From an optimization exercise on the open Yosys and OpenROAD flow, aimed at small area; shortcuts taken in it are not production practice. At most, simulation tests tie the RTL to the original design; equivalence was not proved. Power is estimated from default activity; no workload was simulated.

==> inputs of run a <==
==> flow/design.v (excerpt) <==
module Maze
(
    input clk,                       
    input true_rst,                  
    input wire button_1,             
    input wire button_2,             
    input wire button_3,             
    input wire button_4,             
    input wire[7:0] seed,
    output wire tft_clk,             
    output wire tft_mosi,            
    output wire tft_dc,              
    output wire tft_rst,             
    output wire tft_cs,              
    output wire[6:0] hex_disp_1,     
    output wire[6:0] hex_disp_2,     
    output wire[6:0] hex_disp_3,     
    output wire[6:0] hex_disp_4      
);
Settings: LEC_CHECK=0, CAP_MARGIN=20, CORE_MARGIN=2, CORE_UTILIZATION=40, PLACE_DENSITY=0.6, SLEW_MARGIN=20; clock period 12.0 ns.
standard.sh (not shown) runs the stock make flow with config.mk's settings and CLKGATE_MAP_FILE= SYNTH_SCRIPT=/design/flow/synth_recipe.tcl, a recipe that flattens the netlist after the stock synthesis.
==> flow/flow/run.sh <==
#!/bin/bash
# Layout flow: the standard synthesis, its combinational logic mapped again
# with an area-oriented ABC script (registers untouched), then the standard flow's
# standard floorplan-to-finish steps.  Each tool's output goes to its own log.
set -euo pipefail
W=$(pwd)
ORFS_WORK=$(grep -o 'WORK_HOME=[^ ]*' standard.sh | head -1 | cut -d= -f2- | tr -d "'")
R=$ORFS_WORK/results/$FLOW_PLATFORM/Maze/base
YOSYS=$FLOW_HOME/../tools/install/yosys/bin/yosys
[ -x "$YOSYS" ] || YOSYS=yosys
LIB=$FLOW_HOME/platforms/$FLOW_PLATFORM/lib/sky130_fd_sc_hd__tt_025C_1v80.lib

# 1. standard synthesis (stops at the synthesized netlist)
bash standard.sh "$R/1_2_yosys.v" > "$W/synth_standard.log" 2>&1
cp "$R/1_2_yosys.v" "$W/netlist_standard.v"

# 2. remap the combinational logic
SEQ=$(awk '/^[ \t]*cell[ \t]*\(/ { gsub(/[()" \t{]/, "", $0); sub(/^cell/, "", $0); name=$0 }
           /^[ \t]*(ff|latch|statetable)[ \t]*\(/ { if (name != "") { print name; name="" } }' "$LIB" | sort -u | tr '\n' ' ')
sed -e "s|@LIB@|$LIB|g" -e "s|@SEQ@|$SEQ|" -e "s|@IN@|$W/netlist_standard.v|" \
    -e "s|@OUT@|$W/netlist_remapped.v|" -e "s|@SCRIPT@|$W/flow/area.abc|" -e "s|@TOP@|$FLOW_TOP|" \
    "$W/flow/remap.ys" > "$W/remap.ys"
"$YOSYS" -l "$W/remap.log" -q -s "$W/remap.ys" > /dev/null 2>&1
# keep the standard netlist if the remap lost any register
n_std=$(grep -c '_DFF\|sky130_fd_sc_hd__[a-z]*df[a-z]*_[0-9]' "$W/netlist_standard.v" || true)
n_new=$(grep -c '_DFF\|sky130_fd_sc_hd__[a-z]*df[a-z]*_[0-9]' "$W/netlist_remapped.v" || true)
if [ "$n_std" = "$n_new" ] && [ "$n_new" -gt 0 ]; then
  cp "$W/netlist_remapped.v" "$R/1_2_yosys.v"
  touch "$R/1_2_yosys.v"
fi

# 3. standard floorplan, placement, clock tree, routing and finish
bash standard.sh finish > "$W/layout_standard.log" 2>&1
==> flow/flow/area.abc <==
strash
&get -n
&st
&dch
&nf -a
&put
mfs2
strash
&get -n
&st
&syn2
&dch
&nf -a
&put
mfs2
strash
&get -n
&st
&syn2
&dch
&nf -a
&put
==> flow/flow/remap.ys <==
# Maps the standard synthesis's combinational logic again; registers (and their
# names and cell types) are kept as they are.
read_liberty -ignore_miss_func @LIB@
blackbox @SEQ@
read_verilog @IN@
hierarchy -top @TOP@
flatten
opt_clean -purge
techmap
opt -fast
abc -script @SCRIPT@ -liberty @LIB@ -dont_use sky130_fd_sc_hd__probe_p_8 -dont_use sky130_fd_sc_hd__probec_p_8 -dont_use sky130_fd_sc_hd__lpflow_*
opt_clean -purge
splitnets
opt_clean -purge
hilomap -singleton -hicell sky130_fd_sc_hd__conb_1 HI -locell sky130_fd_sc_hd__conb_1 LO
insbuf -buf sky130_fd_sc_hd__buf_4 A X
check
stat -liberty @LIB@
write_verilog -noattr -nohex -nodec @OUT@
==> run b (differences from run a) <==
--- a/flow/design.v
+++ b/flow/design.v
@@ -478,13 +478,12 @@
     input wire tft_transmit,
     output reg tft_dc,
     output reg[7:0] tft_data,
     output wire send,
     output reg busy,
-    input wire[8:0] pos_x,           
-    input wire[8:0] pos_y,
-    input wire[2:0] move,            
+    input wire[8:0] x,
+    input wire[8:0] y,
     input wire[1:0] direction
 );
     function [21:0] sprite_row;
         input [1:0] anim;
         input [4:0] r;
@@ -561,12 +560,12 @@
         end
     endfunction
 reg[4:0] pixel_counter_x, pixel_counter_y;
 reg[3:0] selection_counter;
 reg[1:0] sub_pixel_counter;
-reg[2:0] move_last;      
-reg[2:0] move_prev;      
+reg[8:0] x_min, y_min, x_max, y_max;
+reg[8:0] x_new, y_new;
 reg drawing_background;
 reg[11:0] animation_step;
 wire[1:0] anim = (animation_step[11:10] == 2'd3) ? 2'd1 : animation_step[11:10];
 reg[4:0] rot_r, rot_c;
 always @(*)
@@ -581,72 +580,110 @@
 wire[21:0] srow = sprite_row(anim, rot_r);
 wire sprite_bit = srow[5'd21 - rot_c];
 wire at_end = (pixel_counter_x == 0) & (pixel_counter_y == size);
 wire in_sprite = (pixel_counter_x != size) & (pixel_counter_y != size);
 wire step = ~tft_busy & ~tft_transmit;
-wire y_axis = (selection_counter > 5);
-wire is_max = y_axis ? (selection_counter > 8) : (selection_counter > 3);
-wire[8:0] base = y_axis ? pos_y : pos_x;
-wire last_inc = move_last[2] & (move_last[1:0] == (y_axis ? 2'd1 : 2'd0));
-wire last_dec = move_last[2] & (move_last[1:0] == (y_axis ? 2'd3 : 2'd2));
-wire prev_inc = drawing_background & move_prev[2] & (move_prev[1:0] == (y_axis ? 2'd1 : 2'd0));
-wire prev_dec = drawing_background & move_prev[2] & (move_prev[1:0] == (y_axis ? 2'd3 : 2'd2));
-reg[8:0] offset;
-always @(*)
+always @(posedge clk)
 begin
-    if (prev_inc)
-        offset = 9'd4;                           
-    else if (prev_dec)
-        offset = is_max ? 9'd27 : 9'd28;         
-    else
-        offset = is_max ? 9'd26 : 9'd5;          
+    if (~rst & enable)
+    begin
+        if (!busy)
+        begin
+            if (x_new == x && y_new == y)
+            begin
+                x_min <= x_new;
+                x_max <= x_new + size - 1;
+                y_min <= y_new;
+                y_max <= y_new + size - 1;
+            end
+            else if (x_new == x)
+            begin
+                x_min <= x_new;
+                x_max <= x_new + size - 1;
+                if (y_new < y)
+                begin
+                    y_min <= y_new;
+                    y_max <= y - 1;
+                end
+                else
+                begin
+                    y_min <= size + y + 1;
+                    y_max <= size + y_new - 1;
+                end
+            end
+            else if (y_new == y)
+            begin
+                y_min <= y_new;
+                y_max <= y_new + size - 1;
+                if (x_new < x)
+                begin
+                    x_min <= x_new;
+                    x_max <= x - 1;
+                end
+                else
+                begin
+                    x_min <= size + x + 1;
+                    x_max <= size + x_new - 1;
+                end
+            end
+            else
+            begin
+                x_min <= x_new;
+                x_max <= x_new + size - 1;
+                y_min <= y_new;
+                y_max <= y_new + size - 1;
+            end
+        end
+        else if (step)
+        begin
+            if (selection_counter == 12 & at_end & drawing_background)
+            begin
+                x_min <= x_new;
+                y_min <= y_new;
+                x_max <= x_new + size - 1;
+                y_max <= y_new + size - 1;
+            end
+        end
+    end
 end
-wire[8:0] corner = base + offset - {8'd0, last_inc} + {8'd0, last_dec};
 wire send_command = (selection_counter > 0) & (selection_counter < 12);
 wire send_pixel = (selection_counter == 12) & in_sprite;
 assign send = ~rst & enable & busy & step & (send_command | send_pixel);
 always @(*)
 begin
     if (send_command)
     begin
         case(selection_counter)
             1:  {tft_dc, tft_data} = {1'b0, 8'h2a};
+            2:  {tft_dc, tft_data} = {1'b1, 7'b0, x_min[8:8]};
+            3:  {tft_dc, tft_data} = {1'b1,       x_min[7:0]};
+            4:  {tft_dc, tft_data} = {1'b1, 7'b0, x_max[8:8]};
+            5:  {tft_dc, tft_data} = {1'b1,       x_max[7:0]};
             6:  {tft_dc, tft_data} = {1'b0, 8'h2b};
-            11: {tft_dc, tft_data} = {1'b0, 8'h2c};
-            2, 4, 7, 9: {tft_dc, tft_data} = {1'b1, 7'b0, corner[8]};
-            default: {tft_dc, tft_data} = {1'b1, corner[7:0]};
+            7:  {tft_dc, tft_data} = {1'b1, 7'b0, y_min[8:8]};
+            8:  {tft_dc, tft_data} = {1'b1,       y_min[ 7:0]};
+            9:  {tft_dc, tft_data} = {1'b1, 7'b0, y_max[8:8]};
+            10: {tft_dc, tft_data} = {1'b1,       y_max[ 7:0]};
+            default: {tft_dc, tft_data} = {1'b0, 8'h2c};
         endcase
     end
     else
         {tft_dc, tft_data} = {1'b1, (~drawing_background & sprite_bit & (sub_pixel_counter != 2)) ? 8'hff : 8'h00};
 end
 always @(posedge clk)
 begin
     if (rst)
     begin
-        move_last <= 0;
-        move_prev <= 0;
-    end
-    else if (enable & !busy)
-    begin
-        move_last <= move;
-        move_prev <= move_last;
-    end
-end
-always @(posedge clk)
-begin
-    if (rst)
-    begin
         drawing_background <= 0;
         animation_step <= 0;
     end
     else if (enable)
     begin
         if (!busy)
         begin
             animation_step <= animation_step + 1;
-            drawing_background <= move_last[2];
+            drawing_background <= ~(x_new == x && y_new == y);
         end
         else if (step & selection_counter == 12 & at_end)
         begin
             drawing_background <= ~drawing_background;
         end
@@ -699,10 +736,23 @@
     end
 end
 always @(posedge clk)
 begin
     if (rst)
+    begin
+        x_new <= 5;
+        y_new <= 5;
+    end
+    else if (enable & !busy)
+    begin
+        x_new <= x;
+        y_new <= y;
+    end
+end
+always @(posedge clk)
+begin
+    if (rst)
         selection_counter <= 0;
     else if (enable)
     begin
         if (!busy)
             selection_counter <= 1;
@@ -1132,15 +1182,10 @@
                ((fx == crux2_x) & (fy == crux2_y)) |
                ((fx == crux3_x) & (fy == crux3_y));
 wire is_rare = food_rnd < 21;
 wire[1:0] food_type = is_crux ? 2'd3 : (is_rare ? 2'd2 : 2'd1);
 wire move = play_step & ~first_cell_step & (player_counter == 0) & path_free;
-wire move_x_inc = move & (direction == 0) & (player_pos_x[8:5] < 9);
-wire move_y_inc = move & (direction == 1) & (player_pos_y[8:5] < 14);
-wire move_x_dec = move & (direction == 2) & (player_pos_x > 0);
-wire move_y_dec = move & (direction == 3) & (player_pos_y > 0);
-wire[2:0] player_move = {move_x_inc | move_y_inc | move_x_dec | move_y_dec, direction};
 always @(posedge clk)
 begin
     if (rst)
         food_rnd <= seed_value;
     else if (scene_cell_next)
@@ -1240,13 +1285,12 @@
     .busy(player_busy),
     .tft_dc(player_dc),
     .tft_data(player_data),
     .send(player_send),
     .enable(player_enable),
-    .pos_x(player_pos_x),
-    .pos_y(player_pos_y),
-    .move(player_move),
+    .x(player_pos_x + 9'd5),
+    .y(player_pos_y + 9'd5),
     .direction(direction)
 );
 segment_display display_1(.number(final_score[3:0]), .disp(hex_disp_1));
 segment_display display_2(.number(final_score[7:4]), .disp(hex_disp_2));
 segment_display display_3(.number(final_score[11:8]), .disp(hex_disp_3));
==> flow/run.sh (new file) <==
#!/bin/bash
# synth_recipe.tcl (not shown) runs the flow's synth.tcl, then flattens the netlist and writes it again
# the make line also repeats each setting of config.mk as NAME=value (left out here)
make -C /OpenROAD-flow-scripts/flow DESIGN_CONFIG=/design/flow/config.mk WORK_HOME=/design/flow/orfs CLKGATE_MAP_FILE= SYNTH_SCRIPT=/design/flow/synth_recipe.tcl finish
removed: flow/flow/run.sh
removed: flow/flow/area.abc
removed: flow/flow/remap.ys
removed: flow/standard.sh
==> run c (differences from run a) <==
--- a/flow/design.v
+++ b/flow/design.v
@@ -199,25 +199,22 @@
     input wire set,
     input wire rst,
     input wire[7:0] ms,
     output wire free
 );
-localparam low_counter_size = $clog2(100000 / 1000) - 1;
-localparam[low_counter_size:0] ticks_per_ms = 100000 / 1000;
-reg[7:0] counter;
-reg[low_counter_size:0] low_counter;
-assign free = (counter == 0); 
+localparam ticks_per_ms = 100000 / 1000 + 1;
+localparam counter_size = $clog2(255 * ticks_per_ms + 1);
+reg[counter_size - 1:0] counter;
+assign free = (counter == 0);
 always @(posedge clk)
 begin
     if(rst)
-        {counter, low_counter} <= 0;
+        counter <= 0;
     else if(set)
-        {counter, low_counter} <= {ms, ticks_per_ms};
-    else if(low_counter > 0)
-        low_counter <= low_counter - 1;
+        counter <= ms[0] ? 255 * ticks_per_ms : 0;
     else if(counter > 0)
-        {counter, low_counter} <= {counter - 8'd1, ticks_per_ms};
+        counter <= counter - 1;
 end
 endmodule
 module tft_spi
 (
     input wire rst,
@@ -850,26 +847,26 @@
     else if (rst)
         random_seed <= random_seed + 1;
 end
 reg[7:0] g;                  
 wire filling_stage = (g < 165);
+wire expansion_stage;
 always @(posedge clk)
 begin
     if (rst)
         g <= 0;
-    else if (filling_stage)
+    else if (filling_stage | expansion_stage)
         g <= g + 1;
 end
 reg[2:0] crux1, crux2, crux3;
 always @(posedge clk)
 begin
     if (g == 151) crux1 <= rnd[2:0];
     if (g == 152) crux2 <= rnd[2:0];
     if (g == 153) crux3 <= rnd[2:0];
 end
-reg[3:0] expansion_index;
-wire expansion_done = (expansion_index == 15);
+wire expansion_done = (g == 180);
 reg[8:0] player_pos_x, player_pos_y;     
 wire[3:0] px = player_pos_x[8:5];
 wire[3:0] py = player_pos_y[8:5];
 wire[8:0] scene_x, scene_y;
 wire[8:0] sxs = scene_x + 9'd16;
@@ -986,24 +983,17 @@
 wire[1:0] direction_gen = valid_directions[r0] ? r0 :
                           valid_directions[r0 + 2'd1] ? r0 + 2'd1 :
                           valid_directions[r0 + 2'd2] ? r0 + 2'd2 : r0 + 2'd3;
 wire gen_active = ~filling_stage & ~expansion_done;
 wire walking_stage = gen_active & (have_valid_direction | (px != 0) | (py != 0));
-wire expansion_stage = gen_active & ~walking_stage;
+assign expansion_stage = gen_active & ~walking_stage;
 wire maze_gen_busy = filling_stage | gen_active;
 wire push = walking_stage & have_valid_direction;
 wire pop = walking_stage & ~have_valid_direction;
 wire back_up    = ~h_0_0 & f_up;
 wire back_right = ~v_0_p1 & f_right;
 wire back_down  = ~h_0_p1 & f_down;
-always @(posedge clk)
-begin
-    if (rst)
-        expansion_index <= 0;
-    else if (expansion_stage)
-        expansion_index <= expansion_index + 1;
-end
 wire[3:0] e = rnd[3:0];
 wire[3:0] rnd_9    = (e < 9)  ? e : (e - 4'd9);
 wire[3:0] rnd_10   = (e < 10) ? e : (e - 4'd10);
 wire[3:0] rnd_1_14 = (e < 14) ? (e + 4'd1) : (e - 4'd13);
 wire[3:0] rnd_15   = (e < 15) ? e : 4'd0;
@@ -1108,16 +1098,12 @@
 generate
     for (i = 0; i < 150; i = i + 1)
     begin : flag_loop
         wire sel = flag_we & BYg[i / 10 + 2] & BXg[i % 10 + 2];
         always @(posedge clk)
-        begin
-            if (rst)
-                flags[i] <= 1'b0;
-            else if (sel)
+            if (sel)
                 flags[i] <= flag_wd;
-        end
     end
 endgenerate
 reg[7:0] food_rnd;       
 wire scene_cell_next, scene_cell_back, scene_end;
 wire[3:0] fx = scene_enable ? scene_x[8:5] : px;
==> flow/flow/area.abc (replaced) <==
strash
&get -n
&deepsyn -T 240
&put
strash
&get -n
&st
&dch
&nf -a
&put
strash
&get -n
&st
&syn2
&dch
&nf -a
&put
--- a/flow/config.mk
+++ b/flow/config.mk
@@ -6,7 +6,9 @@
 export NUM_CORES = 4
 export LEC_CHECK = 0
 export CAP_MARGIN = 20
 export CORE_MARGIN = 2
 export CORE_UTILIZATION = 40
+export CTS_CLUSTER_DIAMETER = 100
+export CTS_CLUSTER_SIZE = 20
 export PLACE_DENSITY = 0.6
 export SLEW_MARGIN = 20
==> flow_summary.toml <==
[finish]
final_util_pct = 46.5
multi_input_comb_cells = 4297
layout_commonest_cell = "nand2_1"
antenna_cells = 4
final_area_sq_mm = 0.0449
buffer_area_share_pct = 3.24

[power]
p_switching_mw = 1.40
p_comb_share_pct = 9.6
pwr-share-seq_pct = 44.1
power_mw = 5.27
p_comb_uw = 508
p_leak_nw = 14.7

[run_status]
outcome = "timing/DRC/antenna clean"

[sta]
fin_ws_ns = 2.35
fin_skew_ns = 0.0303

[worst_hold_path]
holdPathEnd = "player_counter"

[critical_path]
required_ns = 12.52

[grt]
grt_pass1_vias = 41600

[detailed_routing]
vias = 45500
That was run a.
==> flow_summary.toml <==
[sta]
fin_ws_ns = 2.88
fin_skew_ns = 0.0428
slew_viol_final = 0

[finish]
final_area_sq_mm = 0.0429
final_util_pct = 45.2
multi_input_comb_cells = 3808
buffer_area_share_pct = 3.54

[grt]
grt_pass1_vias = 38500

[power]
p_switching_mw = 1.21
p_comb_share_pct = 11.4
power_mw = 4.42
p_comb_uw = 503
p_leak_nw = 14.6

[critical_path]
required_ns = 12.57

[worst_hold_path]
holdPathEnd = "player_counter"

[run_status]
outcome = "timing/DRC/antenna clean"
That was run c.
==> flow_summary.toml <==
[run_status]
outcome = "timing/DRC/antenna clean"

[sta]
fin_ws_ns = 3.50

[worst_hold_path]
holdPathEnd = "player.animation_step[1]"

[finish]
final_util_pct = 44.1
layout_commonest_cell = "a21oi_1"
buffer_area_share_pct = 2.84
multi_input_comb_cells = 4860
final_area_sq_mm = 0.0538
antenna_cells = 2

[grt]
grt_pass1_vias = 47400

[detailed_routing]
vias = 51700

[power]
p_comb_share_pct = 12.0
p_switching_mw = 1.63
p_comb_uw = 713
pwr-share-seq_pct = 41.8
power_mw = 5.95

[critical_path]
required_ns = 12.55
That was run b.
No functional check of the RTL was part of run a.

[afterwards: timing with drivers on the ports]
The results above use ideal ports. As a check the final layouts listed here were re-extracted and re-timed, cells and wires unchanged. Step 1 (the two cells are an assumption about what drives the block):
set clk [get_ports {clk}]
set_driving_cell -lib_cell sky130_fd_sc_hd__clkbuf_16 $clk
set_driving_cell -lib_cell sky130_fd_sc_hd__buf_2 [delete_from_list [all_inputs] $clk]
Step 2 adds t to the input delays and takes it off the output delays; t is the mean of the earliest and latest rising clock arrival at the registers after step 1. Input paths then give back, and output paths get back, about the clock's delay inside the block. Three values: ideal ports, drivers, drivers and shift; two values: the first two.
run | t (ns) | setup WS [ns] | worst hold slack (ns) | worst data-port slew with drivers (ns)
run a | 0.750 | 2.354 / 2.354 / 2.354 | 0.460 / 0.460 / 0.460 | 0.03
run b | 0.796 | 3.496 / 3.496 / 3.496 | 0.480 / 0.480 / 0.480 | 0.04
run c | 0.710 | 2.878 / 2.878 / 2.878 | 0.465 / 0.465 / 0.465 | 0.04
After both steps setup and hold are still met in every run listed.
